Context: an optimization exercise on an open-source flow, tuned for small area and a short achievable clock period. The choices shown serve that exercise and are no tape-out recipe. At most, simulation tests tie the RTL to the original design; equivalence was not proved. No functional check of the RTL was part of runs 2 to 7. Power is estimated from default activity; no workload was simulated.

## design/flow/design.v

```verilog
`timescale 1ns / 1ps
module pooler(
    input         clk,
    input         ce,
    input         master_rst,
    input  [7:0]  data_in,
    output [7:0]  data_out,
    output        valid_op,
    output        end_op
    );
    localparam NP = 13;               
    reg        c0;                    
    reg [3:0]  pc;                    
    reg        r;                     
    reg [3:0]  band;                  
    reg        valid_q, end_q;
    reg [7:0]  m_q;
    reg [7:0]  sr [0:NP-2];
    integer    i;
    wire [7:0] x  = c0 ? m_q : (r ? sr[NP-2] : 8'd0);
    wire [7:0] mx = (data_in > x) ? data_in : x;
    always @(posedge clk) begin
        if (ce)
            m_q <= mx;
        if (ce && !c0) begin
            for (i = NP-2; i > 0; i = i-1)
                sr[i] <= sr[i-1];
            sr[0] <= m_q;
        end
    end
    always @(posedge clk) begin
        if (master_rst) begin
            c0 <= 1'b0; pc <= 4'd0; r <= 1'b0; band <= 4'd0;
            valid_q <= 1'b0; end_q <= 1'b0;
        end else begin
            valid_q <= ce & r & c0;
            end_q   <= ce & r & c0 & (pc == NP-1) & (band == NP-1);
            if (ce) begin
                c0 <= ~c0;
                if (c0) begin
                    if (pc == NP-1) begin
                        pc <= 4'd0;
                        r  <= ~r;
                        if (r)
                            band <= (band == NP-1) ? 4'd0 : band + 4'd1;
                    end else
                        pc <= pc + 4'd1;
                end
            end
        end
    end
    assign data_out = m_q;
    assign valid_op = valid_q;
    assign end_op   = end_q;
endmodule
```

## design/flow/run.sh

```bash
#!/bin/bash
# synth_recipe.tcl (not shown) runs the flow's synth.tcl, then flattens the netlist and writes it again
# the make line also repeats each setting of config.mk as NAME=value (left out here)
make -C /OpenROAD-flow-scripts/flow DESIGN_CONFIG=/design/flow/config.mk WORK_HOME=/design/flow/orfs CLKGATE_MAP_FILE= SYNTH_SCRIPT=/design/flow/synth_recipe.tcl finish
```

## design/flow/config.mk

```make
export PLATFORM = sky130hd
export DESIGN_NAME = pooler
export DESIGN_NICKNAME = pooler
export VERILOG_FILES = /design/flow/design.v
export SDC_FILE = /design/flow/constraint.sdc
export NUM_CORES = 4
export LEC_CHECK = 0
export CAP_MARGIN = 20
export CORE_MARGIN = 2
export CORE_UTILIZATION = 40
export SLEW_MARGIN = 20
```

## design/flow/constraint.sdc

```tcl
create_clock -name core_clock -period 4.5 [get_ports {clk}]
set_input_delay 0.9000 -clock core_clock [delete_from_list [all_inputs] [get_ports {clk}]]
set_output_delay 0.9000 -clock core_clock [all_outputs]
set_load 0.01 [all_outputs]
```

==> flow_summary_export.csv, run 1 <==
group,metric,value,unit
clock_network,cts_made_buffers,17,
power,p_leak,1.71,nW
routing,wire_per_inst,15.1,µm
yosys,ys_seq_elements,116,
sta,finalHoldViolations,0,
sta,rsz0062_at_grt,"false",
setup_path,start_kind,"flip-flop",
placement,pre_cts_slack,1.45,ns
routing,drt_iter0_drc,146,
final_layout,drive_gt1_share,12.9,%
floorplanning,die_height,105,µm
sta,max_freq,333,MHz
sta,worst_pin_slew,0.673,ns
clock_network,clkSinkCount,116,
min_path,worstHoldStart,"sr[8][7]",
grt,track_usage,11.9,%
clock_network,cts_tree,"done",
clock_network,hold_buffers,0,
yosys,yosys.area_share.xor_xnor,0.216,%
clock_network,cts-resized-gates,0,
final_layout,final_common_cell,"edfxtp_1",
floorplanning,rows,36,
setup_path,crit_required,4.76,ns
grt,antenna_found_initial,0,
floorplanning,core_area,0.00982,mm²
routing,drtAntennaViolNets,0,
routing,num_vias,1902,
grt,gr-total-overflow,0,
final_layout,fin_area,0.00500,mm²
sta,clock_skew,0.0101,ns
routing,viasPerCell,4.79,
final_layout,area_growth,23.5,%
final_layout,mostFrequentLayoutCells,"edfxtp_1, clkdlybuf4s50_1, clkbuf_16",
final_layout,multi_input_area,639,µm²
yosys,synth_top_area_share,77.1,%
yosys,synthMuxAreaShare,2.50,%
clock_network,htreeDepth,4,
grt,grt_pass1_wl,9540,µm
final_layout,insertedDiodeCount,0,
yosys,synth_area_leader_cell,"edfxtp_1",
yosys,synth_top_family_by_area,"compound AO/OA/AOI/OAI gates",
final_layout,n_fill_cell,828,
final_layout,final_nets,274,
grt,grt_pass1_vias,1861,
power,ir_drop,0.300,mV
floorplanning,die-area,0.0109,mm²
clock_network,post_cts_buffers,0,
yosys,synthesis.nets,236,
sta,setup_violations,0,
power,power.density,537,mW/mm²
yosys,synthesis.area,0.00405,mm²
setup_path,crit_arrival,3.26,ns
placement,dp_hpwl,3390,µm
setup_path,rr_startpoint,"c0",
final_layout,ff_latch_area,0.00336,mm²
setup_path,crit_start,"c0",
grt,grt_max_degree,90,
placement,port_buffers,20,
routing,drc,0,
setup_path,worst_setup_path_end_kind,"flip-flop",
sta,setup_ws,1.49,ns
routing,firstDrtPassIters,4,
clock_network,insertion_delay,0.51,ns
routing,routed_wl,5990,µm
sta,min_period_over_period,66.8,%
yosys,synth-compound-area-share,5.00,%
yosys,syn_area_per_cell,19.0,µm²
run,drv_cap,0,
yosys,ys_top_cells_by_area,"edfxtp_1, dfxtp_1, ha_1",
placement,place_area,0.00444,mm²
yosys,ys_types,30,
floorplanning,die_w,105,µm
floorplanning,start_util,41.3,%
setup_path,path_class,"flip-flop to flip-flop",
setup_path,path_max_fanout,15,
status,status,"finished clean",
yosys,ys_warn_count,2,
yosys,synth_fa_ha_area_share,3.71,%
yosys,synth-simple-area-share,4.17,%
placement,place_congestion,0.749,
sta,drv_slew,0,
sta,fin_crit,3.01,ns
yosys,syn_inst,213,
sta,final.setup.tns,0,ns
yosys,yosysSeqAreaShare,83.0,%
sta,relSlewSlack,55.0,%
min_path,hp-class,"flip-flop to flip-flop",
floorplanning,ios,21,
clock_network,clk_pin_slew,0.05,ns
clock_network,cts_root_buf,"clkbuf_8",
clock_network,ctsLongestPathBuffers,2,
## flip-flops by register name, summed over array words and instances, names as in the netlist
| name | count |
|---|---|
| m_q | 8 |
| end_q | 1 |
| c0 | 1 |
| valid_q | 1 |
| band | 4 |
| sr | 96 |
| r | 1 |
| pc | 4 |
## synth_stat cells
cell and number:
edfxtp_1 104, a21oi_1 15, dfxtp_1 12, ha_1 12, inv_1 12, mux2i_1 9, a22oi_1 7, o21ai_0 5
nand2_1 4, nor2_1 4, clkbuf_1 3, nand3_1 3, nor2b_1 3, nand4_1 2, nor3b_1 2, or4_1 2
a22o_1 1, a31oi_1 1, mux2_2 1, nand2_2 1, nand3_4 1, nand3b_1 1, nand4b_1 1, nor2_4 1
nor3_1 1, o211ai_1 1, o22ai_4 1, o31ai_1 1, or3_1 1, xnor2_1 1
## kinds of logic after synthesis
family | count (synthesis)
DFF | 116
buffers and inverters | 15
adders and majority gates | 12
xor gates and xnor gates | 1
AOI/OAI and AO/OA | 32
muxes | 10
and+or+nand+nor | 27
## worst paths after layout
| check | end | slack [ns] | cells past startpoint |
|---|---|---|---|
| setup / recovery | m_q[0] | 1.49 | 8 |
| hold / removal | sr[9][7] | 0.41 | 0 |
| setup reg to reg | m_q[0] | 1.49 | 8 |
| hold reg to reg | sr[9][7] | 0.41 | 0 |
## critical path, stage by stage, from the launching register on
cell	delay (ns)
dfxtp_1	0.52
nor2b_1	0.58
a22oi_1	0.19
ha_1	0.34
nor2b_1	0.13
o211ai_1	0.15
a21oi_1	0.12
o22ai_4	0.33
mux2_2	0.39
## through the flow
stage,util (%),cells,total power [mW],hold WS [ns]
finish,51.0,397,2.69,0.413
global route,51.0,397,2.79,0.420
CTS,51.0,397,2.72,0.414
detailed placement,45.2,365,1.44,0.405
global placement,45.2,365,1.44,0.401
floorplan,-,213,1.38,0.400
## layer usage
metal  track usage, %  vias to the layer above  routed length (µm)
met3             5.68                        8                 298
met2             15.7                       37                2600
met4             5.71                        0                  68
met5                0                        -                   0
li1                 -                      906                   -
met1             16.3                      951                3030
## where the power goes
group	total, mW	switching, mW	internal, mW	leakage (nW)
registers	1.31	0.0334	1.28	1.10
clock network	1.27	0.437	0.829	0.271
logic	0.111	0.0644	0.0466	0.341
## layout make-up
class / instances / area share, %
flip-flops and latches: 116 / 67.2
multi-input cells: 82 / 12.8
clock buffers: 19 / 8.43
repair buffers: 22 / 4.55
well taps: 133 / 3.33
clock inverters: 13 / 2.80
inverters: 12 / 0.900
==> run 2: changes to the inputs <==
--- a/design/flow/design.v
+++ b/design/flow/design.v
@@ -15,17 +15,18 @@
     reg [3:0]  band;                  
     reg        valid_q, end_q;
-    reg [7:0]  m_q;
+    reg [7:0]  h;
     reg [7:0]  sr [0:NP-2];
     integer    i;
-    wire [7:0] x  = c0 ? m_q : (r ? sr[NP-2] : 8'd0);
-    wire [7:0] mx = (data_in > x) ? data_in : x;
+    wire       gt  = data_in > h;
+    wire       sel = gt | (~c0 & ~r);  
+    wire [7:0] mx  = sel ? data_in : h;
     always @(posedge clk) begin
-        if (ce)
-            m_q <= mx;
-        if (ce && !c0) begin
+        if (ce && c0) begin
             for (i = NP-2; i > 0; i = i-1)
                 sr[i] <= sr[i-1];
-            sr[0] <= m_q;
-        end
+            sr[0] <= mx;
+            h     <= sr[NP-2];
+        end else if (ce && sel)
+            h <= data_in;
     end
     always @(posedge clk) begin
@@ -50,5 +51,5 @@
         end
     end
-    assign data_out = m_q;
+    assign data_out = sr[0];
     assign valid_op = valid_q;
     assign end_op   = end_q;
==> flow_summary_export.csv, run 2 <==
group,metric,value,unit
routing,routed_wl,6080,µm
final_layout,finalNonFillerCells,416,
floorplanning,rows,36,
yosys,ys_seq_elements,116,
min_path,hp-class,"flip-flop to flip-flop",
sta,final.setup.tns,0,ns
yosys,ys.flop_type,"edfxtp_1",
clock_network,cts_made_buffers,17,
setup_path,start_kind,"primary input",
yosys,yosysSeqAreaShare,82.4,%
sta,rsz0062_at_grt,"false",
grt,grt_max_degree,45,
clock_network,cts_root_buf,"clkbuf_8",
yosys,syn_inst,232,
setup_path,crit_required,4.76,ns
sta,holdWs,0.415,ns
power,p_switching,0.510,mW
grt,top_usage_layer,"met1",
placement,dp_cells,384,
sta,min_period_over_period,59.1,%
power,power.density,520,mW/mm²
routing,drt_iter0_drc,133,
power,swShare,19.5,%
yosys,synth_edf_count,104,
clock_network,clk_pin_slew,0.05,ns
final_layout,largest_reg_flops,96,
grt,grtUsageMet1,17.2,%
sta,finalHoldViolations,0,
clock_network,ctsLongestPathBuffers,2,
sta,setup_violations,0,
power,seq_power_share,47.7,%
floorplanning,die_height,105,µm
sta,clock_skew,0.0130,ns
clock_network,post_cts_buffers,0,
grt,antenna_found_initial,0,
grt,grt_util_met2,16.7,%
routing,viasPerCell,4.68,
sta,max_freq,376,MHz
run,drv_cap,0,
sta,worst_pin_slew,0.524,ns
power,ir_drop,0.257,mV
power,pwr-share-clk,48.7,%
grt,met3_usage,5.24,%
clock_network,clkSinkCount,116,
power,finalPower,2.61,mW
yosys,synth_top_area_share,76.5,%
floorplanning,die_w,105,µm
grt,grt_pass1_wl,10200,µm
grt,grt_pass1_vias,1987,
clock_network,cts-resized-gates,0,
routing,wire_per_inst,14.6,µm
yosys,ys_warn_count,2,
placement,place_congestion,0.734,
yosys,synthesis.nets,255,
yosys,synthesis.area,0.00408,mm²
final_layout,insertedDiodeCount,0,
status,status,"finished clean",
placement,port_buffers,20,
final_layout,area_growth,22.9,%
final_layout,regMostFlops,"sr",
final_layout,drive_gt1_share,14.1,%
floorplanning,start_util,41.6,%
clock_network,cts_tree,"done",
setup_path,path_max_fanout,8,
final_layout,mostFrequentLayoutCells,"edfxtp_1, nand2_1, clkdlybuf4s50_1",
final_layout,final_common_cell,"edfxtp_1",
sta,fin_crit,2.66,ns
setup_path,crit_arrival,2.92,ns
yosys,ys_top_cells_by_count,"edfxtp_1, nand2_1, a21oi_1, inv_1",
grt,track_usage,12.5,%
final_layout,n_fill_cell,854,
final_layout,final_util,51.1,%
floorplanning,die-area,0.0110,mm²
yosys,ys_types,27,
routing,drtAntennaViolNets,0,
floorplanning,core_area,0.00982,mm²
power,comb_power_share,3.6,%
grt,gr-total-overflow,0,
yosys,synth.most_common_cell,"edfxtp_1",
routing,drc,0,
sta,drv_slew,0,
setup_path,path_class,"primary input to flip-flop",
placement,dp_hpwl,3560,µm
yosys,ys_top_cells_by_area,"edfxtp_1, dfxtp_1, ha_1",
floorplanning,ios,21,
sta,relSlewSlack,65.1,%
clock_network,htreeDepth,4,
yosys,synth-async-reset-ratio,0,%
clock_network,hold_buffers,0,
final_layout,reg_top3,"sr (96), h (8)",
power,p_int,2.10,mW
yosys,synth_area_leader_cell,"edfxtp_1",
yosys,syn_area_per_cell,17.6,µm²
routing,num_vias,1946,
power,p_leak,1.73,nW
routing,firstDrtPassIters,4,
setup_path,worst_setup_path_end_kind,"flip-flop",
final_layout,final_nets,293,
clock_network,insertion_delay,0.51,ns
## run 2: per-layer routing
metal | wire length, µm | part of all wire [%]
met1 | 3110 | 51
met5 | 0 | 0
met4 | 106 | 1.7
met2 | 2620 | 43
met3 | 241 | 4.0
## run 2: final cells by class
cell class | instances | area, µm² | share of cell area, %
repair buffers | 22 | 215 | 4.29
clock buffers | 21 | 429 | 8.56
flip-flops and latches | 116 | 3360 | 67.1
well taps | 133 | 166 | 3.32
inverters | 14 | 53.8 | 1.07
clock inverters | 11 | 135 | 2.69
multi-input cells | 99 | 652 | 13.0
## run 2: per-stage QoR
| stage | instance area (µm²) | setup WS (ns) |
|---|---|---|
| 3_3_place_gp | 4450 | 1.33 |
| 2_1_floorplan | 4080 | 0.0734 |
| 5_1_grt | 5010 | 1.68 |
| 3_5_place_dp | 4450 | 1.30 |
| 6_report | 5010 | 1.84 |
| 4_1_cts | 5010 | 1.83 |
## run 2: final timing paths
kind	cells past startpoint	slack [ns]	to	start
worst max-delay path	7	1.84	sr[0][1]	data_in[7]
worst min-delay path	0	0.42	sr[2][0]	sr[1][0]
worst max register to register	7	2.28	sr[0][1]	h[7]
worst min register to register	0	0.42	sr[2][0]	sr[1][0]
## run 2: logic make-up after synthesis
logic type,count (synthesis),synth area share [%]
multiplexers,8,2.21
AND/OR/NAND/NOR,52,6.16
XOR/XNOR,2,0.429
adder cells (fa/ha/maj),12,3.68
AO/OA/AOI/OAI,25,3.50
flip-flops,116,82.4
buffers and inverters,17,1.59
## run 2: critical path, cell delays in order
cell and delay (ns):
clkdlybuf4s50_1 0.45, ha_1 0.36, nand4_1 0.13, nor2_1 0.15, a21oi_1 0.10, nor3_4 0.43
mux2_2 0.39
## run 2: power groups by stage
stage | registers [mW] | clock network, mW | logic [mW]
detailed placement | 1.26 | 0 | 0.0972
global route | 1.25 | 1.35 | 0.107
finish | 1.24 | 1.27 | 0.0949
CTS | 1.24 | 1.30 | 0.0974
floorplan | 1.26 | 0 | 0.0593
global placement | 1.26 | 0 | 0.0948
==> run 3: changes to the inputs <==
--- a/design/flow/config.mk
+++ b/design/flow/config.mk
@@ -9,3 +9,4 @@
 export CORE_MARGIN = 2
 export CORE_UTILIZATION = 40
+export SETUP_SLACK_MARGIN = 2.7
 export SLEW_MARGIN = 20
==> flow_summary_export.csv, run 3 <==
group,metric,value,unit
final_layout,mostFrequentLayoutCells,"edfxtp_1, nand2_1, clkbuf_16",
setup_path,crit_required,4.74,ns
yosys,ys_top_cells_by_count,"edfxtp_1, nand2_1, a21oi_1, inv_1",
sta,final.setup.tns,0,ns
grt,grt_pass1_vias,2047,
yosys,syn_inst,232,
routing,drc,0,
floorplanning,rows,36,
setup_path,crit_arrival,2.40,ns
routing,firstDrtPassIters,4,
routing,routed_wl,6770,µm
placement,dp_hpwl,3610,µm
placement,place_congestion,0.742,
setup_path,rr_startpoint,"h[1]",
floorplanning,ios,21,
yosys,synthesis.nets,255,
clock_network,ctsLongestPathBuffers,2,
routing,drtAntennaViolNets,0,
sta,fin_crit,2.17,ns
clock_network,insertion_delay,0.49,ns
power,finalPower,2.74,mW
sta,clock_skew,0.00763,ns
routing,wl_met2,3300,µm
sta,holdWs,0.413,ns
floorplanning,die_height,105,µm
sta,drv_slew,0,
sta,min_period_over_period,48.2,%
power,p_leak,1.88,nW
final_layout,drive_gt1_share,30.4,%
setup_path,path_max_fanout,5,
power,pwr-share-clk,49.8,%
yosys,synthesis.area,0.00408,mm²
clock_network,cts_made_buffers,17,
clock_network,clk_pin_slew,0.06,ns
floorplanning,die_w,105,µm
placement,dp_cells,383,
min_path,hp-class,"flip-flop to flip-flop",
yosys,ys_seq_elements,116,
final_layout,area_growth,30.5,%
routing,num_vias,2041,
grt,grt_pass1_wl,10600,µm
yosys,synth_area_leader_cell,"edfxtp_1",
power,power.density,515,mW/mm²
grt,antenna_found_initial,0,
run,drv_cap,0,
yosys,synth_edf_count,104,
final_layout,reg_top3,"sr (96), h (8)",
power,swShare,19.4,%
final_layout,final_nets,303,
status,status,"finished clean",
yosys,ys_top_cells_by_area,"edfxtp_1, dfxtp_1, ha_1",
grt,grt_max_degree,54,
sta,worst_pin_slew,0.425,ns
sta,rsz0062_at_grt,"true",
clock_network,clkSinkCount,116,
yosys,syn_area_per_cell,17.6,µm²
floorplanning,die-area,0.0110,mm²
setup_path,path_class,"primary input to flip-flop",
routing,drt_iter0_drc,105,
setup_path,start_kind,"primary input",
grt,gr-total-overflow,0,
final_layout,finalNonFillerCells,426,
yosys,synth-async-reset-ratio,0,%
yosys,ys.flop_type,"edfxtp_1",
power,ir_drop,0.276,mV
final_layout,largest_reg_flops,96,
clock_network,hold_buffers,0,
clock_network,cts_tree,"done",
routing,maxUsedRoutingLayer,"met4",
setup_path,worst_setup_path_end_kind,"flip-flop",
clock_network,htreeDepth,4,
min_path,worstHoldStart,"sr[10][1]",
floorplanning,start_util,41.6,%
power,seq_power_share,45.4,%
power,p_int,2.21,mW
yosys,ys_warn_count,2,
grt,track_usage,12.9,%
final_layout,final_common_cell,"edfxtp_1",
yosys,synth_top_area_share,76.5,%
routing,wire_per_inst,15.9,µm
clock_network,cts_root_buf,"clkbuf_8",
sta,finalHoldViolations,0,
setup_path,crit_start,"data_in[1]",
final_layout,regMostFlops,"sr",
routing,wl_met3,183,µm
sta,setup_violations,0,
sta,setup_ws,2.33,ns
yosys,ys_types,27,
floorplanning,core_area,0.00982,mm²
placement,port_buffers,20,
routing,viasPerCell,4.79,
placement,pre_cts_slack,1.28,ns
routing,wl_met1,3230,µm
final_layout,insertedDiodeCount,0,
yosys,yosysSeqAreaShare,82.4,%
sta,max_freq,461,MHz
power,comb_power_share,4.9,%
sta,relSlewSlack,71.6,%
power,p_switching,0.534,mW
yosys,synth.most_common_cell,"edfxtp_1",
run 3: cell counts after synthesis:
Identical to the previous run, type by type.
run 3: timing repair:
action / 4_1_cts / 5_1_grt
pin swaps: 12 / 5
gates resized for setup: 110 / 6
setup endpoints to repair: 139 / 27
buffers inserted: 6 / 3
gates cloned: 2 / 0
run 3: metal layers:
| layer | track usage (%) | vias up |
|---|---|---|
| met3 | 4.24 | 6 |
| met1 | 17.2 | 1040 |
| met4 | 6.00 | 0 |
| met5 | 0 | - |
| li1 | - | 967 |
| met2 | 19.2 | 28 |
run 3: critical path, stage by stage:
cell	delay, ns
buf_8	0.10
ha_4	0.26
nor2b_4	0.14
o211ai_1	0.12
a211oi_2	0.35
nor3_4	0.08
buf_6	0.15
mux2_4	0.29
run 3: final timing paths:
kind	endpoint	slack, ns	depth (start not counted)
worst max-delay path	sr[0][2]	2.33	8
worst min-delay path	sr[11][1]	0.41	0
worst max register to register	sr[0][2]	2.40	8
worst min register to register	sr[11][1]	0.41	0
run 3: logic make-up after synthesis:
family	Yosys count	share of synthesized area [%]
DFF	116	82.4
and+or+nand+nor	52	6.16
AOI/OAI and AO/OA	25	3.50
buffers and inverters	17	1.59
adders and majority gates	12	3.68
muxes	8	2.21
xor gates and xnor gates	2	0.429
run 3: cell type report:
cell class,instances,area [µm²]
Fill cell,816,4500
Tap cell,133,166
Inverter,14,78.8
Sequential cell,116,3360
Timing Repair inverter,2,32.5
Multi-Input combinational cell,99,820
Timing Repair Buffer,30,255
Clock inverter,10,155
Clock buffer,22,453
run 3: power groups by stage:
stage          Sequential [mW]  Clock [mW]  Combinational (mW)
3_3_place_gp              1.26           0               0.103
3_5_place_dp              1.26           0               0.106
4_1_cts                   1.24        1.39               0.130
5_1_grt                   1.25        1.43               0.145
2_1_floorplan             1.26           0              0.0683
6_report                  1.24        1.37               0.133
run 3: metrics by stage:
stage	util [%]	instance area, µm²
floorplan	-	4190
CTS	53.8	5280
global route	54.2	5320
finish	54.2	5320
detailed placement	46.1	4530
global placement	46.1	4530
==> run 4: changes to the inputs <==
--- a/design/flow/config.mk
+++ b/design/flow/config.mk
@@ -9,4 +9,7 @@
 export CORE_MARGIN = 2
 export CORE_UTILIZATION = 40
+export CTS_BUF_LIST = sky130_fd_sc_hd__clkbuf_8
+export CTS_CLUSTER_DIAMETER = 100
+export CTS_CLUSTER_SIZE = 30
 export SETUP_SLACK_MARGIN = 2.7
 export SLEW_MARGIN = 20
==> flow_summary_export.csv, run 4 <==
group,metric,value,unit
routing,routed_wl,6840,µm
yosys,synth-async-reset-ratio,0,%
power,comb_power_share,5.5,%
yosys,synth_area_leader_cell,"edfxtp_1",
grt,grt_pass1_wl,10700,µm
yosys,synth_edf_count,104,
yosys,ys_top_cells_by_area,"edfxtp_1, dfxtp_1, ha_1",
setup_path,max_stage_delay,0.32,ns
sta,relSlewSlack,71.1,%
final_layout,finalNonFillerCells,422,
sta,clock_skew,0.0101,ns
sta,setup_violations,0,
yosys,ys_seq_elements,116,
yosys,ys.flop_type,"edfxtp_1",
clock_network,ctsLongestPathBuffers,2,
placement,dp_hpwl,3610,µm
setup_path,crit_chain,"buf_8 > ha_4 > nor2b_4 > o211ai_1 > a211oi_2 > nor3_4 > buf_6 > mux2_4",
placement,dp_cells,383,
min_path,worstHoldStart,"sr[9][1]",
setup_path,slowest_stage,"a211oi_2",
yosys,synth.most_common_cell,"edfxtp_1",
power,swShare,20.7,%
placement,port_buffers,20,
clock_network,cts_root_buf,"clkbuf_8",
placement,place_area,0.00453,mm²
routing,wire_per_inst,16.2,µm
yosys,ys_types,27,
min_path,hp-class,"flip-flop to flip-flop",
clock_network,clkSinkCount,116,
setup_path,rr_startpoint,"h[1]",
routing,drc,0,
floorplanning,die_height,105,µm
floorplanning,die_w,105,µm
yosys,ys_top_cells_by_count,"edfxtp_1, nand2_1, a21oi_1, inv_1",
routing,drt_iter0_drc,132,
setup_path,crit_family,"compound AO/OA/AOI/OAI gates",
sta,fin_crit,2.20,ns
clock_network,cts_tree,"done",
yosys,synth_top_area_share,76.5,%
placement,place_congestion,0.742,
power,ir_drop,0.209,mV
yosys,synthesis.nets,255,
clock_network,cts_made_buffers,17,
clock_network,hold_buffers,0,
setup_path,crit_start,"data_in[1]",
yosys,syn_area_per_cell,17.6,µm²
sta,final.setup.tns,0,ns
final_layout,area_growth,25.3,%
yosys,synthesis.area,0.00408,mm²
setup_path,crit_required,4.66,ns
final_layout,fin_area,0.00511,mm²
power,power.density,470,mW/mm²
power,p_switching,0.498,mW
setup_path,path_buf_inv,2,
setup_path,path_max_fanout,5,
sta,rsz0062_at_grt,"true",
power,p_leak,1.79,nW
status,status,"finished clean",
power,seq_power_share,51.7,%
grt,grt_max_degree,54,
run,drv_cap,0,
routing,wl_met1,3200,µm
sta,max_freq,455,MHz
final_layout,insertedDiodeCount,0,
floorplanning,core_area,0.00982,mm²
routing,firstDrtPassIters,4,
clock_network,insertion_delay,0.41,ns
routing,viasPerCell,4.88,
grt,track_usage,13.0,%
routing,num_vias,2060,
floorplanning,die-area,0.0110,mm²
sta,finalHoldViolations,0,
final_layout,largest_reg_flops,96,
grt,grt_pass1_vias,2056,
routing,maxUsedRoutingLayer,"met4",
power,pwr-share-clk,42.8,%
floorplanning,start_util,41.6,%
routing,wl_met3,229,µm
final_layout,reg_top3,"sr (96), h (8)",
final_layout,drive_gt1_share,29.4,%
clock_network,htreeDepth,4,
final_layout,mostFrequentLayoutCells,"edfxtp_1, nand2_1, clkbuf_8",
yosys,yosysSeqAreaShare,82.4,%
yosys,ys_warn_count,2,
routing,drtAntennaViolNets,0,
setup_path,crit_arrival,2.36,ns
floorplanning,ios,21,
clock_network,clk_pin_slew,0.07,ns
setup_path,worst_setup_path_end_kind,"flip-flop",
final_layout,regMostFlops,"sr",
floorplanning,rows,36,
setup_path,start_kind,"primary input",
final_layout,final_common_cell,"edfxtp_1",
setup_path,path_class,"primary input to flip-flop",
grt,antenna_found_initial,0,
yosys,syn_inst,232,
routing,wl_met2,3280,µm
power,p_int,1.91,mW
sta,drv_slew,0,
sta,min_period_over_period,48.8,%
grt,gr-total-overflow,0,
sta,worst_pin_slew,0.433,ns
final_layout,final_nets,299,
[run 4: cell counts after synthesis]
No cell type changed its count.
[run 4: cell families after synthesis]
family / Yosys count / share of synthesized area [%]
compound gates: 25 / 3.50
xor+xnor: 2 / 0.429
fa+ha+maj: 12 / 3.68
buf+inv: 17 / 1.59
flops: 116 / 82.4
mux: 8 / 2.21
simple gates: 52 / 6.16
[run 4: metrics by stage]
| step | util [%] | hold slack, ns | power (mW) | setup WS (ns) |
|---|---|---|---|---|
| after floorplan | - | 0.400 | 1.33 | 2.02 |
| after global placement | 46.1 | 0.404 | 1.37 | 1.31 |
| after detailed placement | 46.1 | 0.406 | 1.37 | 1.28 |
| after CTS | 51.7 | 0.415 | 2.42 | 2.33 |
| after global routing | 52.1 | 0.420 | 2.48 | 2.28 |
| final | 52.1 | 0.416 | 2.40 | 2.30 |
[run 4: power groups by stage]
stage                     Sequential [mW]  Clock, mW  Combinational, mW
after global routing                 1.25       1.09              0.145
final                                1.24       1.03              0.131
after floorplan                      1.26          0             0.0683
after CTS                            1.24       1.05              0.128
after detailed placement             1.26          0              0.106
after global placement               1.26          0              0.103
[run 4: layer usage]
| layer | vias to the layer above | GRT usage [%] |
|---|---|---|
| met1 | 1045 | 17.0 |
| met3 | 14 | 3.87 |
| met5 | - | 0 |
| met2 | 43 | 19.7 |
| li1 | 958 | - |
| met4 | 0 | 6.67 |
[run 4: final timing paths]
kind | endpoint | slack [ns] | cells after the start
hold / removal | sr[10][1] | 0.42 | 0
hold reg to reg | sr[10][1] | 0.42 | 0
setup reg to reg | sr[0][2] | 2.42 | 8
setup / recovery | sr[0][2] | 2.30 | 8
[run 4: layout make-up]
type / instances / area (µm²)
Fill cell: 845 / 4710
Sequential cell: 116 / 3360
Timing Repair inverter: 1 / 16.3
Clock inverter: 13 / 166
Timing Repair Buffer: 27 / 238
Multi-Input combinational cell: 99 / 823
Inverter: 14 / 78.8
Clock buffer: 19 / 262
Tap cell: 133 / 166
[run 4: worst reg2reg max path: cells and delay by family, from the launching register on]
family                   cells  cell delay [ns]
AND/OR/NAND/NOR              2             0.30
AO/OA/AOI/OAI                2             0.36
buffers and inverters        2             0.28
adder cells (fa/ha/maj)      1             0.21
flip-flops                   1             0.39
multiplexers                 1             0.30
[run 4: timing repair]
item,4_1_cts,5_1_grt
pin swaps,12,4
resized for setup,113,6
setup buffers,5,1
cloned,1,0
setup endpoints to repair,139,25
==> run 5: changes to the inputs <==
--- a/design/flow/config.mk
+++ b/design/flow/config.mk
@@ -9,7 +9,7 @@
 export CORE_MARGIN = 2
 export CORE_UTILIZATION = 40
-export CTS_BUF_LIST = sky130_fd_sc_hd__clkbuf_8
-export CTS_CLUSTER_DIAMETER = 100
-export CTS_CLUSTER_SIZE = 30
+export CTS_BUF_LIST = sky130_fd_sc_hd__clkbuf_4 sky130_fd_sc_hd__clkbuf_8
+export CTS_CLUSTER_DIAMETER = 60
+export CTS_CLUSTER_SIZE = 20
 export SETUP_SLACK_MARGIN = 2.7
 export SLEW_MARGIN = 20
==> flow_summary_export.csv, run 5 <==
group,metric,value,unit
status,status,"finished clean",
floorplanning,rows,36,
yosys,synth_edf_count,104,
final_layout,reg_top3,"sr (96), h (8)",
setup_path,start_kind,"primary input",
min_path,hold_path_depth,0,
power,finalPower,2.43,mW
routing,drt_iter0_drc,109,
floorplanning,die_height,105,µm
yosys,ys.flop_type,"edfxtp_1",
setup_path,rr_endpoint,"sr[0][2]",
power,ir_drop,0.209,mV
grt,gr-total-overflow,0,
sta,relSlewSlack,70.6,%
routing,wire_per_inst,16.1,µm
setup_path,worst_setup_path_end_kind,"flip-flop",
yosys,ys_top_cells_by_count,"edfxtp_1, nand2_1, a21oi_1, inv_1",
clock_network,clkSinkCount,116,
setup_path,regToRegSetupSlack,2.39,ns
clock_network,cts_made_buffers,17,
yosys,synthesis.area,0.00408,mm²
yosys,synth_area_leader_cell,"edfxtp_1",
yosys,synth_top_area_share,76.5,%
floorplanning,die_w,105,µm
setup_path,slowest_stage,"a211oi_2",
routing,viasPerCell,4.83,
clock_network,insertion_delay,0.41,ns
setup_path,r2r_cells,8,
yosys,ys_warn_count,2,
min_path,worstHoldStart,"sr[9][1]",
floorplanning,start_util,41.6,%
grt,track_usage,13.0,%
sta,clock_skew,0.0104,ns
final_layout,regMostFlops,"sr",
sta,max_freq,451,MHz
sta,min_period_over_period,49.3,%
final_layout,final_nets,299,
grt,grt_pass1_vias,2051,
sta,final.setup.tns,0,ns
min_path,hold_end,"sr[10][1]",
sta,setup_violations,0,
routing,drc,0,
routing,routed_wl,6810,µm
sta,worst_pin_slew,0.439,ns
final_layout,insertedDiodeCount,0,
setup_path,crit_required,4.66,ns
yosys,syn_area_per_cell,17.6,µm²
routing,num_vias,2038,
yosys,yosysSeqAreaShare,82.4,%
floorplanning,die-area,0.0110,mm²
sta,finalHoldViolations,0,
final_layout,drive_gt1_share,30.4,%
final_layout,largest_reg_flops,96,
floorplanning,core_area,0.00982,mm²
placement,dp_hpwl,3610,µm
placement,place_congestion,0.742,
setup_path,path_class,"primary input to flip-flop",
setup_path,max_stage_delay,0.32,ns
clock_network,htreeDepth,4,
yosys,ys_types,27,
final_layout,final_common_cell,"edfxtp_1",
final_layout,n_fill_cell,846,
min_path,hp-class,"flip-flop to flip-flop",
yosys,ys_top_cells_by_area,"edfxtp_1, dfxtp_1, ha_1",
final_layout,area_growth,25.6,%
sta,rsz0062_at_grt,"true",
grt,grt_max_degree,54,
setup_path,rr_startpoint,"h[1]",
yosys,synthesis.nets,255,
setup_path,path_max_fanout,5,
final_layout,mostFrequentLayoutCells,"edfxtp_1, nand2_1, clkbuf_8",
power,p_leak,1.79,nW
sta,fin_crit,2.22,ns
yosys,synth-async-reset-ratio,0,%
grt,grt_pass1_wl,10800,µm
clock_network,cts_tree,"done",
setup_path,crit_chain,"buf_8 > ha_4 > nor2b_4 > o211ai_1 > a211oi_2 > nor3_4 > buf_6 > mux2_4",
routing,drtAntennaViolNets,0,
clock_network,cts_root_buf,"clkbuf_8",
grt,antenna_found_initial,0,
clock_network,ctsLongestPathBuffers,2,
power,power.density,473,mW/mm²
yosys,ys_seq_elements,116,
run,drv_cap,0,
clock_network,clk_pin_slew,0.07,ns
floorplanning,ios,21,
sta,drv_slew,0,
routing,firstDrtPassIters,4,
setup_path,crit_arrival,2.38,ns
yosys,syn_inst,232,
placement,port_buffers,20,
yosys,synth.most_common_cell,"edfxtp_1",
-- run 5: cell types whose count changed in the layout (fill, tap and decap cells not counted) --
cell,before,now
inv_1,15,12
clkbuf_4,1,4
-- run 5: report_power, final --
part           internal, mW  leakage, nW  switching, mW
Combinational        0.0585        0.505         0.0727
Sequential             1.22         1.06         0.0182
Clock                 0.648        0.223          0.404
-- run 5: through the flow --
| step | hold slack [ns] | std cells | utilization, % | worst slack [ns] | cell area [µm²] |
|---|---|---|---|---|---|
| 2_1_floorplan | 0.400 | 232 | - | 2.02 | 4190 |
| 3_3_place_gp | 0.404 | 383 | 46.1 | 1.31 | 4530 |
| 3_5_place_dp | 0.406 | 383 | 46.1 | 1.28 | 4530 |
| 4_1_cts | 0.415 | 421 | 51.8 | 2.33 | 5090 |
| 5_1_grt | 0.420 | 422 | 52.2 | 2.28 | 5120 |
| 6_report | 0.414 | 422 | 52.2 | 2.28 | 5120 |
-- run 5: cell families after synthesis --
| group | Yosys count | synth area share (%) |
|---|---|---|
| muxes | 8 | 2.21 |
| and+or+nand+nor | 52 | 6.16 |
| adders and majority gates | 12 | 3.68 |
| AOI/OAI and AO/OA | 25 | 3.50 |
| buffers and inverters | 17 | 1.59 |
| xor gates and xnor gates | 2 | 0.429 |
| DFF | 116 | 82.4 |
-- run 5: critical path, delay by kind of cell --
family                   cells  cell delay (ns)
AO/OA/AOI/OAI                2             0.46
adder cells (fa/ha/maj)      1             0.26
buffers and inverters        2             0.25
multiplexers                 1             0.29
AND/OR/NAND/NOR              2             0.21
-- run 5: area by class of cell --
type                            instances  area (µm²)  share of cell area, %
Inverter                               14        78.8                   1.54
Sequential cell                       116        3360                   65.6
Clock inverter                         10         155                   3.03
Tap cell                              133         166                   3.25
Timing Repair inverter                  1        16.3                  0.317
Multi-Input combinational cell         99         823                   16.1
Clock buffer                           22         284                   5.54
Timing Repair Buffer                   27         238                   4.64
-- run 5: what timing repair did --
item                       in CTS  in global routing
setup endpoints to repair     139                 25
pin swaps                      12                  4
gates cloned                    1                  0
buffers inserted                5                  1
resized for setup             113                  6
hold buffers                    0                  0
-- run 5: worst max-delay path by stage --
stage / startpoint / endpoint / slack, ns / cells after the start
after floorplan: data_in[5] / sr[0][1] / 2.02 / 6
after detailed placement: data_in[4] / sr[0][6] / 1.28 / 7
final: data_in[1] / sr[0][2] / 2.28 / 8
after global placement: data_in[7] / sr[0][5] / 1.31 / 7
after CTS: data_in[1] / sr[0][2] / 2.33 / 8
after global routing: data_in[1] / sr[0][6] / 2.28 / 8
-- run 5: metal layers --
metal | vias to the layer above | part of all wire (%) | wire, µm | global-route usage, %
met4 | 0 | 1.9 | 131 | 6.67
met3 | 11 | 3.0 | 206 | 3.87
met5 | - | 0 | 0 | 0
met1 | 1035 | 47 | 3230 | 17.1
met2 | 33 | 48 | 3240 | 19.7
li1 | 959 | - | - | -
==> run 6: changes to the inputs <==
--- a/design/flow/design.v
+++ b/design/flow/design.v
@@ -1,2 +1,44 @@
+`timescale 1ns / 1ps
+module cmp_l0(input a, input bn, output ng, output np);
+    assign ng = ~(a & bn);
+    assign np = ~(a | bn);
+endmodule
+module cmp_l1(input ngh, input nph, input ngl, input npl, output g, output p);
+    assign g = ~(ngh & (nph | ngl));
+    assign p = ~(nph | npl);
+endmodule
+module cmp_l2(input gh, input ph, input gl, input pl, output ng, output np);
+    assign ng = ~(gh | (ph & gl));
+    assign np = ~(ph & pl);
+endmodule
+module cmp_l3(input ngh, input nph, input ngl, input nforce, output sel);
+    assign sel = ~(ngh & (nph | ngl) & nforce);
+endmodule
+module comparator2(
+    input  [7:0] a,
+    input  [7:0] bn,          
+    input        nforce,      
+    output       sel_a,       
+    output       sel_b);
+    wire [7:0] ng0, np0;
+    wire [3:0] g1, p1;
+    wire [1:0] ng2, np2;
+    genvar i;
+    generate
+        for (i = 0; i < 8; i = i + 1) begin : l0_
+            cmp_l0 u(.a(a[i]), .bn(bn[i]), .ng(ng0[i]), .np(np0[i]));
+        end
+        for (i = 0; i < 4; i = i + 1) begin : l1_
+            cmp_l1 u(.ngh(ng0[2*i+1]), .nph(np0[2*i+1]), .ngl(ng0[2*i]), .npl(np0[2*i]),
+                     .g(g1[i]), .p(p1[i]));
+        end
+        for (i = 0; i < 2; i = i + 1) begin : l2_
+            cmp_l2 u(.gh(g1[2*i+1]), .ph(p1[2*i+1]), .gl(g1[2*i]), .pl(p1[2*i]),
+                     .ng(ng2[i]), .np(np2[i]));
+        end
+    endgenerate
+    cmp_l3 ua(.ngh(ng2[1]), .nph(np2[1]), .ngl(ng2[0]), .nforce(nforce), .sel(sel_a));
+    cmp_l3 ub(.ngh(ng2[1]), .nph(np2[1]), .ngl(ng2[0]), .nforce(nforce), .sel(sel_b));
+endmodule
 `timescale 1ns / 1ps
 module pooler(
@@ -18,6 +60,6 @@
     reg [7:0]  sr [0:NP-2];
     integer    i;
-    wire       gt  = data_in > h;
-    wire       sel = gt | (~c0 & ~r);  
+    wire       sel, sel_e;            
+    comparator2 cmp(.a(data_in), .bn(~h), .nforce(c0 | r), .sel_a(sel), .sel_b(sel_e));
     wire [7:0] mx  = sel ? data_in : h;
     always @(posedge clk) begin
@@ -27,5 +69,5 @@
             sr[0] <= mx;
             h     <= sr[NP-2];
-        end else if (ce && sel)
+        end else if (ce && sel_e)
             h <= data_in;
     end
--- a/design/flow/config.mk
+++ b/design/flow/config.mk
@@ -9,7 +9,8 @@
 export CORE_MARGIN = 2
 export CORE_UTILIZATION = 40
-export CTS_BUF_LIST = sky130_fd_sc_hd__clkbuf_4 sky130_fd_sc_hd__clkbuf_8
-export CTS_CLUSTER_DIAMETER = 60
-export CTS_CLUSTER_SIZE = 20
+export CTS_BUF_LIST = sky130_fd_sc_hd__clkbuf_8
+export CTS_CLUSTER_DIAMETER = 100
+export CTS_CLUSTER_SIZE = 30
 export SETUP_SLACK_MARGIN = 2.7
 export SLEW_MARGIN = 20
+export SYNTH_HIERARCHICAL = 1
==> flow_summary_export.csv, run 6 <==
group,metric,value,unit
floorplanning,ios,21,
grt,top_usage_layer,"met2",
routing,routed_wl,6660,µm
min_path,worstHoldStart,"sr[2][0]",
routing,viasPerCell,4.80,
setup_path,path_max_fanout,2,
clock_network,clk_pin_slew,0.07,ns
power,ir_drop,0.260,mV
grt,antenna_found_initial,0,
final_layout,drive_gt1_share,27.9,%
sta,fin_crit,1.90,ns
floorplanning,die-area,0.0110,mm²
setup_path,slowest_stage,"edfxtp_1",
sta,setup_violations,0,
setup_path,crit_chain,"buf_2",
yosys,ys_warn_count,8,
final_layout,n_fill_cell,861,
setup_path,path_class,"flip-flop to primary output",
final_layout,largest_reg_flops,96,
setup_path,setup.worst_path.end,"data_out[0]",
clock_network,htreeDepth,4,
run,drv_cap,0,
status,status,"finished clean",
sta,rsz0062_at_grt,"true",
sta,holdWs,0.412,ns
yosys,syn_area_per_cell,16.2,µm²
sta,relSlewSlack,68.8,%
yosys,synthesis.nets,265,
final_layout,final_nets,314,
grt,grt_util_met2,19.1,%
setup_path,cp_num_cells,1,
floorplanning,rows,36,
grt,met3_usage,6.05,%
final_layout,ff_latch_area,0.00336,mm²
placement,dp_cells,401,
clock_network,cts_made_buffers,17,
power,p_leak,1.79,nW
final_layout,insertedDiodeCount,0,
setup_path,start_kind,"flip-flop",
setup_path,path_buf_inv,1,
sta,clock_skew,0.0125,ns
grt,gr-total-overflow,0,
floorplanning,start_util,41.3,%
sta,max_freq,526,MHz
final_layout,area_growth,23.7,%
routing,wire_per_inst,15.0,µm
yosys,synthesis.area,0.00406,mm²
yosys,syn_inst,250,
setup_path,crit_start,"sr[0][0]",
sta,finalHoldViolations,0,
setup_path,regToRegSetupSlack,2.84,ns
grt,grtUsageMet1,16.5,%
setup_path,r2r_cells,5,
sta,min_period_over_period,42.2,%
placement,dp_hpwl,3560,µm
routing,num_vias,2134,
clock_network,cts_tree,"done",
final_layout,reg_top3,"sr (96), h (8)",
final_layout,finalNonFillerCells,445,
floorplanning,die_height,105,µm
final_layout,fin_area,0.00502,mm²
setup_path,crit_arrival,1.00,ns
sta,final.setup.tns,0,ns
floorplanning,die_w,105,µm
final_layout,multi_input_area,703,µm²
final_layout,mostFrequentLayoutCells,"edfxtp_1, nand2_1, clkbuf_8",
placement,port_buffers,20,
clock_network,insertion_delay,0.42,ns
grt,grt_pass1_vias,2063,
setup_path,rr_startpoint,"pc[0]",
grt,grt_pass1_wl,10400,µm
routing,drtAntennaViolNets,0,
floorplanning,core_area,0.00982,mm²
routing,drc,0,
clock_network,clkSinkCount,116,
min_path,hp-class,"flip-flop to flip-flop",
final_layout,regMostFlops,"sr",
setup_path,crit_required,3.60,ns
grt,grt_max_degree,36,
clock_network,hold_buffers,0,
routing,drt_iter0_drc,132,
setup_path,crit_family,"flip-flops",
clock_network,cts_root_buf,"clkbuf_8",
placement,place_congestion,0.707,
sta,worst_pin_slew,0.466,ns
power,power.density,484,mW/mm²
clock_network,ctsLongestPathBuffers,2,
grt,track_usage,12.8,%
placement,place_area,0.00446,mm²
setup_path,worst_setup_path_end_kind,"primary output",
setup_path,rr_endpoint,"band[3]",
setup_path,max_stage_delay,0.42,ns
sta,drv_slew,0,
routing,firstDrtPassIters,5,
final_layout,final_common_cell,"edfxtp_1",
run 6: power by group:
part | total [mW] | switching (mW) | internal (mW)
Clock | 1.06 | 0.408 | 0.654
Sequential | 1.24 | 0.0166 | 1.23
Combinational | 0.124 | 0.0799 | 0.0437
run 6: how the worst min path moves through the flow:
stage / to / slack (ns) / cells past startpoint
floorplan: sr[10][0] / 0.40 / 0
global placement: sr[2][5] / 0.40 / 0
detailed placement: sr[10][6] / 0.40 / 0
CTS: sr[11][4] / 0.41 / 0
global route: sr[8][0] / 0.42 / 0
finish: sr[3][0] / 0.41 / 0
run 6: layout make-up:
cell class	count	share of cell area, %
sequential	116	67.1
multi-input combinational	117	14.0
timing repair buffer	33	5.21
clock buffer	17	4.66
clock inverter	15	4.24
tap	133	3.32
inverter	13	1.30
timing repair inverter	1	0.175
run 6: worst register-to-register path, cell delays in order (launching register included):
cell	delay (ns)
dfxtp_1	0.36
inv_1	0.09
ha_1	0.24
nand3_2	0.20
or4_1	0.55
a21oi_1	0.15
run 6: repair_timing:
action	CTS	global route
setup buffers	9	1
setup endpoints to repair	136	102
pin swaps	7	4
gates resized for setup	71	16
cloned	1	1
hold endpoints to repair	0	0
run 6: layer usage:
| metal | up-vias | share of wire [%] |
|---|---|---|
| li1 | 1025 | - |
| met1 | 1056 | 48 |
| met2 | 47 | 47 |
| met3 | 6 | 4.1 |
| met4 | 0 | 0.84 |
| met5 | - | 0 |
run 6: through the flow:
stage	util, %	total power, mW	setup slack, ns
after floorplan	-	1.33	2.60
after global placement	45.5	1.37	1.36
after detailed placement	45.5	1.37	1.28
after CTS	50.8	2.45	2.58
after global routing	51.1	2.53	2.54
final	51.1	2.43	2.60
==> run 7: changes to the inputs <==
--- a/design/flow/config.mk
+++ b/design/flow/config.mk
@@ -12,5 +12,5 @@
 export CTS_CLUSTER_DIAMETER = 100
 export CTS_CLUSTER_SIZE = 30
-export SETUP_SLACK_MARGIN = 2.7
+export SETUP_SLACK_MARGIN = 3.0
 export SLEW_MARGIN = 20
 export SYNTH_HIERARCHICAL = 1
==> flow_summary_export.csv, run 7 <==
group,metric,value,unit
status,status,"finished clean",
clock_network,cts_made_buffers,17,
sta,min_period_over_period,42.3,%
sta,rsz0062_at_grt,"true",
routing,num_vias,2149,
setup_path,max_stage_delay,0.42,ns
placement,dp_cells,399,
sta,setup_violations,0,
floorplanning,rows,36,
grt,gr-total-overflow,0,
placement,port_buffers,20,
floorplanning,die_w,105,µm
yosys,syn_inst,250,
clock_network,clkSinkCount,116,
placement,dp_hpwl,3600,µm
sta,setup_ws,2.60,ns
final_layout,largest_reg_flops,96,
final_layout,fin_area,0.00510,mm²
setup_path,crit_arrival,1.00,ns
setup_path,crit_family,"flip-flops",
setup_path,crit_chain,"buf_2",
sta,worst_pin_slew,0.463,ns
final_layout,regMostFlops,"sr",
routing,firstDrtPassIters,6,
final_layout,reg_top3,"sr (96), h (8)",
setup_path,start_kind,"flip-flop",
final_layout,final_nets,313,
clock_network,ctsLongestPathBuffers,2,
sta,max_freq,525,MHz
sta,fin_crit,1.90,ns
setup_path,path_max_fanout,2,
sta,holdWs,0.420,ns
sta,relSlewSlack,69.1,%
final_layout,mostFrequentLayoutCells,"edfxtp_1, nand2_1, nand2_2",
final_layout,insertedDiodeCount,0,
setup_path,path_buf_inv,1,
power,comb_power_share,6.2,%
final_layout,final_common_cell,"edfxtp_1",
power,seq_power_share,54.1,%
sta,drv_slew,0,
sta,final.setup.tns,0,ns
yosys,syn_area_per_cell,16.2,µm²
routing,drt_iter0_drc,125,
power,swShare,21.5,%
setup_path,worst_setup_path_end_kind,"primary output",
min_path,hp-class,"flip-flop to flip-flop",
run,drv_cap,0,
floorplanning,start_util,41.3,%
clock_network,insertion_delay,0.42,ns
setup_path,path_class,"flip-flop to primary output",
yosys,synthesis.nets,265,
yosys,synthesis.area,0.00406,mm²
sta,finalHoldViolations,0,
power,power.density,452,mW/mm²
yosys,ys_warn_count,8,
placement,place_congestion,0.762,
placement,pre_cts_slack,1.58,ns
power,p_int,1.81,mW
final_layout,area_growth,25.7,%
power,finalPower,2.30,mW
routing,drc,0,
clock_network,cts_root_buf,"clkbuf_8",
grt,track_usage,14.4,%
setup_path,crit_required,3.60,ns
floorplanning,ios,21,
power,p_switching,0.495,mW
routing,drtAntennaViolNets,0,
routing,wire_per_inst,15.9,µm
power,ir_drop,0.314,mV
clock_network,htreeDepth,4,
final_layout,drive_gt1_share,37.9,%
clock_network,clk_pin_slew,0.07,ns
grt,grt_pass1_wl,11400,µm
sta,clock_skew,0.00614,ns
power,p_leak,1.79,nW
placement,place_area,0.00449,mm²
grt,antenna_found_initial,0,
floorplanning,die-area,0.0110,mm²
setup_path,slowest_stage,"edfxtp_1",
floorplanning,core_area,0.00982,mm²
final_layout,final_util,51.9,%
grt,grt_pass1_vias,2158,
clock_network,cts_tree,"done",
floorplanning,die_height,105,µm
grt,grt_max_degree,56,
power,pwr-share-clk,39.7,%
routing,viasPerCell,4.86,
routing,routed_wl,7010,µm
final_layout,finalNonFillerCells,442,
## run 7: changes by cell type in the layout (fill, tap and decap cells not counted), moves of 4 or more
cell     previous run  this run
o21ai_0             8         3
o21ai_2             4        12
nand2_2             2        19
buf_2              14        10
nand2_1            46        28
buf_6               2         7
## run 7: final cells by class
type	count	area, µm²
clock buffer	17	234
clock inverter	13	144
fill	855	4720
inverter	13	65.1
multi-input combinational	118	842
sequential	116	3370
tap	133	166
timing repair buffer	29	240
timing repair inverter	3	37.5
## run 7: path summary, 6_finish.rpt
check | start | to | slack, ns | cells after the start
max | sr[0][0] | data_out[0] | 2.60 | 1
min reg2reg | sr[2][5] | sr[3][5] | 0.42 | 0
max reg2reg | h[7] | sr[0][4] | 2.94 | 7
min | sr[2][5] | sr[3][5] | 0.42 | 0
## run 7: timing repair
item,4_1_cts,5_1_grt
pin swaps,18,14
setup endpoints to repair,141,27
hold buffers,0,0
resized for setup,118,29
cloned,4,0
buffers inserted,7,2
## run 7: power groups by stage
stage	clock (mW)	combinational, mW	sequential (mW)
floorplan	0	0.0720	1.26
detailed placement	0	0.105	1.27
CTS	0.943	0.129	1.24
global route	0.998	0.156	1.25
global placement	0	0.103	1.27
finish	0.914	0.143	1.25
## run 7: per-layer routing
metal	up-vias	track usage [%]	part of all wire [%]
li1	1022	-	-
met1	1079	19.8	49
met2	41	19.6	45
met3	7	6.36	4.8
met4	0	6.29	1.1
met5	-	0	0
==> run 8: changes to the inputs <==
--- a/design/flow/design.v
+++ b/design/flow/design.v
@@ -54,44 +54,54 @@
     reg        c0;                    
     reg [3:0]  pc;                    
+    reg        pc_last;               
     reg        r;                     
     reg [3:0]  band;                  
+    reg        band_last;             
     reg        valid_q, end_q;
+    reg        shift_q;               
     reg [7:0]  h;
+    reg [7:0]  o;
     reg [7:0]  sr [0:NP-2];
     integer    i;
     wire       sel, sel_e;            
     comparator2 cmp(.a(data_in), .bn(~h), .nforce(c0 | r), .sel_a(sel), .sel_b(sel_e));
-    wire [7:0] mx  = sel ? data_in : h;
     always @(posedge clk) begin
-        if (ce && c0) begin
+        o <= sel ? data_in : h;
+        if (ce && c0)
+            h <= sr[NP-2];
+        else if (ce && sel_e)
+            h <= data_in;
+        if (shift_q) begin
             for (i = NP-2; i > 0; i = i-1)
                 sr[i] <= sr[i-1];
-            sr[0] <= mx;
-            h     <= sr[NP-2];
-        end else if (ce && sel_e)
-            h <= data_in;
+            sr[0] <= o;
+        end
     end
     always @(posedge clk) begin
         if (master_rst) begin
-            c0 <= 1'b0; pc <= 4'd0; r <= 1'b0; band <= 4'd0;
-            valid_q <= 1'b0; end_q <= 1'b0;
+            c0 <= 1'b0; pc <= 4'd0; pc_last <= 1'b0; r <= 1'b0;
+            band <= 4'd0; band_last <= 1'b0;
+            valid_q <= 1'b0; end_q <= 1'b0; shift_q <= 1'b0;
         end else begin
             valid_q <= ce & r & c0;
-            end_q   <= ce & r & c0 & (pc == NP-1) & (band == NP-1);
+            end_q   <= ce & r & c0 & pc_last & band_last;
+            shift_q <= ce & c0;
             if (ce) begin
                 c0 <= ~c0;
                 if (c0) begin
-                    if (pc == NP-1) begin
-                        pc <= 4'd0;
-                        r  <= ~r;
-                        if (r)
-                            band <= (band == NP-1) ? 4'd0 : band + 4'd1;
-                    end else
-                        pc <= pc + 4'd1;
+                    pc      <= pc_last ? 4'd0 : pc + 4'd1;
+                    pc_last <= (pc == NP-2);
+                    if (pc_last) begin
+                        r <= ~r;
+                        if (r) begin
+                            band      <= band_last ? 4'd0 : band + 4'd1;
+                            band_last <= (band == NP-2);
+                        end
+                    end
                 end
             end
         end
     end
-    assign data_out = sr[0];
+    assign data_out = o;
     assign valid_op = valid_q;
     assign end_op   = end_q;
--- a/design/flow/config.mk
+++ b/design/flow/config.mk
@@ -12,5 +12,5 @@
 export CTS_CLUSTER_DIAMETER = 100
 export CTS_CLUSTER_SIZE = 30
-export SETUP_SLACK_MARGIN = 3.0
+export SETUP_SLACK_MARGIN = 2.8
 export SLEW_MARGIN = 20
 export SYNTH_HIERARCHICAL = 1
==> flow_summary_export.csv, run 8 <==
group,metric,value,unit
clock_network,insertion_delay,0.44,ns
final_layout,insertedDiodeCount,0,
clock_network,cts_root_buf,"clkbuf_8",
grt,grt_pass1_vias,2004,
final_layout,largest_reg_flops,96,
floorplanning,rows,37,
routing,viasPerCell,4.66,
placement,dp_hpwl,3410,µm
final_layout,regMostFlops,"sr",
grt,gr-total-overflow,0,
min_path,worstHoldStart,"sr[6][1]",
final_layout,multi_input_area,757,µm²
yosys,syn_inst,244,
setup_path,crit_chain,"buf_6",
clock_network,htreeDepth,4,
clock_network,clkSinkCount,127,
sta,fin_crit,1.81,ns
floorplanning,ios,21,
power,p_leak,1.79,nW
setup_path,crit_arrival,0.91,ns
final_layout,reg_top3,"sr (96), h (8), o (8)",
final_layout,finalNonFillerCells,432,
floorplanning,core_area,0.0104,mm²
floorplanning,start_util,41.4,%
placement,place_congestion,0.709,
final_layout,area_growth,20.8,%
clock_network,clk_pin_slew,0.08,ns
yosys,ys_warn_count,8,
setup_path,start_kind,"flip-flop",
yosys,syn_area_per_cell,17.6,µm²
routing,drt_iter0_drc,107,
setup_path,crit_family,"flip-flops",
routing,routed_wl,6320,µm
clock_network,cts_made_buffers,17,
floorplanning,die-area,0.0116,mm²
run,drv_cap,0,
placement,port_buffers,20,
setup_path,worst_setup_path_end_kind,"primary output",
placement,dp_cells,395,
grt,track_usage,12.5,%
sta,final.setup.tns,0,ns
grt,grt_pass1_wl,10300,µm
sta,drv_slew,0,
sta,relSlewSlack,62.6,%
setup_path,path_buf_inv,1,
setup_path,path_class,"flip-flop to primary output",
setup_path,crit_start,"o[5]",
floorplanning,die_w,108,µm
sta,setup_violations,0,
floorplanning,die_height,108,µm
final_layout,final_nets,296,
final_layout,final_common_cell,"edfxtp_1",
routing,wire_per_inst,14.6,µm
sta,worst_pin_slew,0.560,ns
routing,drtAntennaViolNets,0,
power,power.density,467,mW/mm²
status,status,"finished clean",
grt,antenna_found_initial,0,
grt,grt_max_degree,65,
sta,rsz0062_at_grt,"true",
yosys,synthesis.nets,257,
routing,num_vias,2013,
setup_path,rr_startpoint,"h[1]",
routing,drc,0,
final_layout,ff_latch_area,0.00360,mm²
final_layout,mostFrequentLayoutCells,"edfxtp_1, nand2_1, clkbuf_8",
setup_path,max_stage_delay,0.36,ns
sta,clock_skew,0.00992,ns
sta,max_freq,553,MHz
final_layout,drive_gt1_share,33.8,%
setup_path,path_max_fanout,2,
yosys,synthesis.area,0.00430,mm²
setup_path,slowest_stage,"dfxtp_4",
clock_network,ctsLongestPathBuffers,2,
sta,finalHoldViolations,0,
clock_network,cts_tree,"done",
power,ir_drop,0.284,mV
routing,firstDrtPassIters,4,
final_layout,n_fill_cell,865,
min_path,hp-class,"flip-flop to flip-flop",
setup_path,crit_required,3.60,ns
sta,min_period_over_period,40.2,%
[run 8: area by class of cell]
type | instances | area share (%)
Tap cell | 136 | 3.28
Multi-Input combinational cell | 103 | 14.6
Sequential cell | 127 | 69.4
Timing Repair Buffer | 26 | 4.60
Clock buffer | 17 | 4.51
Clock inverter | 15 | 3.09
Inverter | 8 | 0.579
[run 8: where the power goes]
group | switching (mW) | internal, mW | total [mW]
Sequential | 0.0229 | 1.31 | 1.33
Clock | 0.469 | 0.500 | 0.969
Combinational | 0.0695 | 0.0552 | 0.125
[run 8: through the flow]
step | setup WS [ns] | utilization (%) | instance area [µm²] | total power [mW] | hold slack [ns]
after floorplan | 2.68 | - | 4370 | 1.41 | 0.400
final | 2.69 | 50.0 | 5190 | 2.43 | 0.416
after global routing | 2.64 | 50.0 | 5190 | 2.52 | 0.418
after CTS | 2.66 | 49.9 | 5180 | 2.45 | 0.416
after detailed placement | 1.75 | 45.2 | 4690 | 1.46 | 0.405
after global placement | 1.76 | 45.2 | 4690 | 1.45 | 0.401
[run 8: path summary, 6_finish.rpt]
check           endpoint  slack (ns)  cells past startpoint
min             sr[7][1]        0.42                      0
max reg2reg         o[3]        2.89                      9
min reg2reg     sr[7][1]        0.42                      0
max          data_out[5]        2.69                      1
[run 8: repair_timing]
action,in CTS,in global routing
gates resized for setup,108,9
hold endpoints to repair,0,0
hold buffers,0,0
buffers inserted,3,1
pin swaps,8,6
gates cloned,1,0
setup endpoints to repair,110,23
[run 8: metal layers]
metal  routed length, µm  share of wire (%)  up-vias  track usage, %
met5                   0                  0        -               0
met4                 127                2.0        0            6.96
met3                 262                4.1       14            5.57
met2                2770                 44       29            16.9
met1                3170                 50      980            16.6
li1                    -                  -      990               -
==> run 9: changes to the inputs <==
==> design/flow/flow/run.sh (new file) <==
#!/bin/bash
# Own layout flow: the standard ORFS flow (standard synthesis, floorplan,
# power grid and taps unchanged), with
#  - port buffers of a plain buffer cell instead of a delay cell,
#  - resizing not restricted to the same cell footprint,
#  - clock tree synthesis without dummy loads.
# The make output goes to flow_make.log in the work folder; ORFS keeps each
# step's own log under orfs/logs.
set -euo pipefail
CTS="-sink_clustering_enable -repair_clock_nets -sink_clustering_size 30 -sink_clustering_max_diameter 100 -buf_list sky130_fd_sc_hd__clkbuf_8 -dont_use_dummy_load"
bash standard.sh \
  MATCH_CELL_FOOTPRINT=0 \
  "BUFFER_PORTS_ARGS=-buffer_cell sky130_fd_sc_hd__buf_2" \
  "CTS_ARGS=$CTS" \
  finish > flow_make.log 2>&1
==> design/flow/standard.sh (new file) <==
#!/bin/bash
# synth_recipe.tcl (not shown) runs the flow's synth.tcl, then flattens the netlist and writes it again
# the make line also repeats each setting of config.mk as NAME=value (left out here)
make -C /OpenROAD-flow-scripts/flow DESIGN_CONFIG=/design/flow/config.mk WORK_HOME=/design/flow/orfs CLKGATE_MAP_FILE= SYNTH_SCRIPT=/design/flow/synth_recipe.tcl "${@:-finish}"
removed: design/flow/run.sh
==> flow_summary_export.csv, run 9 <==
group,metric,value,unit
min_path,hp-class,"flip-flop to flip-flop",
sta,min_period_over_period,39.6,%
clock_network,htreeDepth,4,
routing,viasPerCell,4.79,
setup_path,slowest_stage,"dfxtp_4",
sta,setup_violations,0,
setup_path,regToRegSetupSlack,2.94,ns
clock_network,insertion_delay,0.42,ns
sta,fin_crit,1.78,ns
routing,wire_per_inst,14.7,µm
setup_path,path_buf_inv,1,
sta,drv_slew,0,
grt,grt_pass1_wl,10000,µm
grt,grt_util_met2,15.4,%
routing,drt_iter0_drc,81,
routing,routed_wl,6120,µm
setup_path,path_max_fanout,2,
power,p_leak,1.68,nW
clock_network,cts_tree,"done",
floorplanning,start_util,41.4,%
grt,antenna_found_initial,0,
setup_path,path_class,"flip-flop to primary output",
floorplanning,core_area,0.0104,mm²
final_layout,mostFrequentLayoutCells,"edfxtp_1, nand2_1, clkbuf_8",
run,drv_cap,0,
floorplanning,ios,21,
sta,rsz0062_at_grt,"true",
setup_path,start_kind,"flip-flop",
final_layout,multi_input_area,708,µm²
sta,setup_ws,2.72,ns
setup_path,rr_endpoint,"band[2]",
setup_path,worst_setup_path_end_kind,"primary output",
setup_path,rr_startpoint,"c0",
final_layout,area_growth,15.3,%
final_layout,finalNonFillerCells,415,
routing,num_vias,1986,
grt,grtUsageMet1,16.5,%
setup_path,crit_required,3.60,ns
grt,met3_usage,5.75,%
sta,clock_skew,0.0293,ns
final_layout,reg_top3,"sr (96), h (8), o (8)",
floorplanning,die_height,108,µm
clock_network,cts_root_buf,"clkbuf_8",
sta,relSlewSlack,66.1,%
grt,grt_pass1_vias,2002,
setup_path,crit_arrival,0.88,ns
clock_network,ctsLongestPathBuffers,2,
setup_path,r2r_cells,3,
grt,track_usage,12.0,%
final_layout,final_common_cell,"edfxtp_1",
power,ir_drop,0.202,mV
routing,drc,0,
final_layout,drive_gt1_share,28.3,%
clock_network,clkSinkCount,127,
sta,final.setup.tns,0,ns
floorplanning,rows,37,
yosys,syn_inst,244,
setup_path,crit_chain,"buf_6",
clock_network,clk_pin_slew,0.07,ns
routing,drtAntennaViolNets,0,
final_layout,ff_latch_area,0.00361,mm²
final_layout,final_nets,294,
routing,firstDrtPassIters,4,
final_layout,n_fill_cell,887,
floorplanning,die-area,0.0116,mm²
setup_path,crit_family,"flip-flops",
grt,grt_max_degree,59,
sta,finalHoldViolations,0,
yosys,synthesis.nets,257,
final_layout,insertedDiodeCount,0,
clock_network,cts_made_buffers,17,
status,status,"finished clean",
placement,dp_cells,395,
final_layout,regMostFlops,"sr",
setup_path,crit_start,"o[3]",
setup_path,setup.worst_path.end,"data_out[3]",
placement,pre_cts_slack,2.19,ns
yosys,syn_area_per_cell,17.6,µm²
floorplanning,die_w,108,µm
setup_path,cp_num_cells,1,
placement,place_congestion,0.702,
grt,gr-total-overflow,0,
yosys,ys_warn_count,8,
grt,top_usage_layer,"met1",
final_layout,largest_reg_flops,96,
setup_path,max_stage_delay,0.36,ns
sta,max_freq,561,MHz
sta,worst_pin_slew,0.508,ns
sta,holdWs,0.415,ns
yosys,synthesis.area,0.00430,mm²
placement,dp_hpwl,3340,µm
placement,port_buffers,20,
clock_network,hold_buffers,0,
power,power.density,426,mW/mm²
-- run 9: power by group --
part	switching, mW	total, mW	internal [mW]
clock network	0.341	0.671	0.331
registers	0.0252	1.34	1.31
logic	0.0572	0.103	0.0462
total	0.423	2.11	1.69
-- run 9: layer usage --
metal  vias to the layer above  part of all wire (%)  wire length, µm
met1                       983                    52             3180
li1                        971                     -                -
met5                         -                     0                0
met4                         0                  0.88               54
met2                        26                    43             2630
met3                         6                   4.2              256
-- run 9: through the flow --
stage	cell area, µm²	utilization [%]	power, mW
3_5_place_dp	4590	44.2	1.44
5_1_grt	4950	47.8	2.20
6_report	4950	47.8	2.11
2_1_floorplan	4370	-	1.41
3_3_place_gp	4590	44.2	1.44
4_1_cts	4890	47.2	2.14
-- run 9: repair_timing --
item	CTS	global route
setup endpoints to repair	75	20
pin swaps	1	2
setup buffers	0	3
resized for setup	19	7
-- run 9: final cells by class --
class,count,area share [%]
tap,136,3.44
multi-input combinational,103,14.3
clock buffer,17,4.72
timing repair buffer,24,4.09
sequential,127,72.8
inverter,8,0.606
-- run 9: worst min path at each step --
| stage | start | end | slack [ns] | cells after the start |
|---|---|---|---|---|
| finish | sr[0][0] | sr[1][0] | 0.41 | 0 |
| global route | sr[6][3] | sr[7][3] | 0.42 | 0 |
| CTS | sr[6][3] | sr[7][3] | 0.41 | 0 |
| detailed placement | sr[10][5] | sr[11][5] | 0.40 | 0 |
| global placement | sr[2][2] | sr[3][2] | 0.40 | 0 |
| floorplan | sr[9][0] | sr[10][0] | 0.40 | 0 |

-- afterwards: timing with drivers on the ports --
The flow's constraints put no driver on any port. The routed layouts listed below were extracted and timed again, unchanged, in two steps.
Step 1, drivers: a clkbuf_16 drives clk and a buf_2 each remaining input, both assumed.
Step 2 moves the port delays by t, midway between the first and last clock arrival at a register: inputs arrive t later, outputs are due t later. That takes back most of the time a late clock gives input paths.
Slacks: ideal / step 1 / step 2; pairs: ideal / step 1.
| run | shift t [ns] | setup WS [ns] | slew at the worst register clock pin (ns) |
|---|---|---|---|
| run 1 | 0.530 | 1.495 / 1.495 / 1.439 | 0.05 / 0.05 |
| run 2 | 0.532 | 1.841 / 1.844 / 1.312 | 0.06 / 0.06 |
| run 3 | 0.520 | 2.332 / 2.320 / 1.800 | 0.06 / 0.06 |
| run 4 | 0.438 | 2.304 / 2.289 / 1.852 | 0.07 / 0.07 |
| run 5 | 0.438 | 2.282 / 2.270 / 1.832 | 0.07 / 0.07 |
| run 6 | 0.441 | 2.599 / 2.569 / 2.285 | 0.07 / 0.07 |
| run 7 | 0.448 | 2.596 / 2.563 / 2.424 | 0.07 / 0.07 |
| run 8 | 0.461 | 2.692 / 2.661 / 2.391 | 0.08 / 0.08 |
| run 9 | 0.441 | 2.717 / 2.685 / 2.397 | 0.08 / 0.08 |
After both steps every run listed still meets setup and hold. For run 3, which loses most, drivers alone change the setup slack by -0.012 ns; drivers and shift together by -0.532 ns.
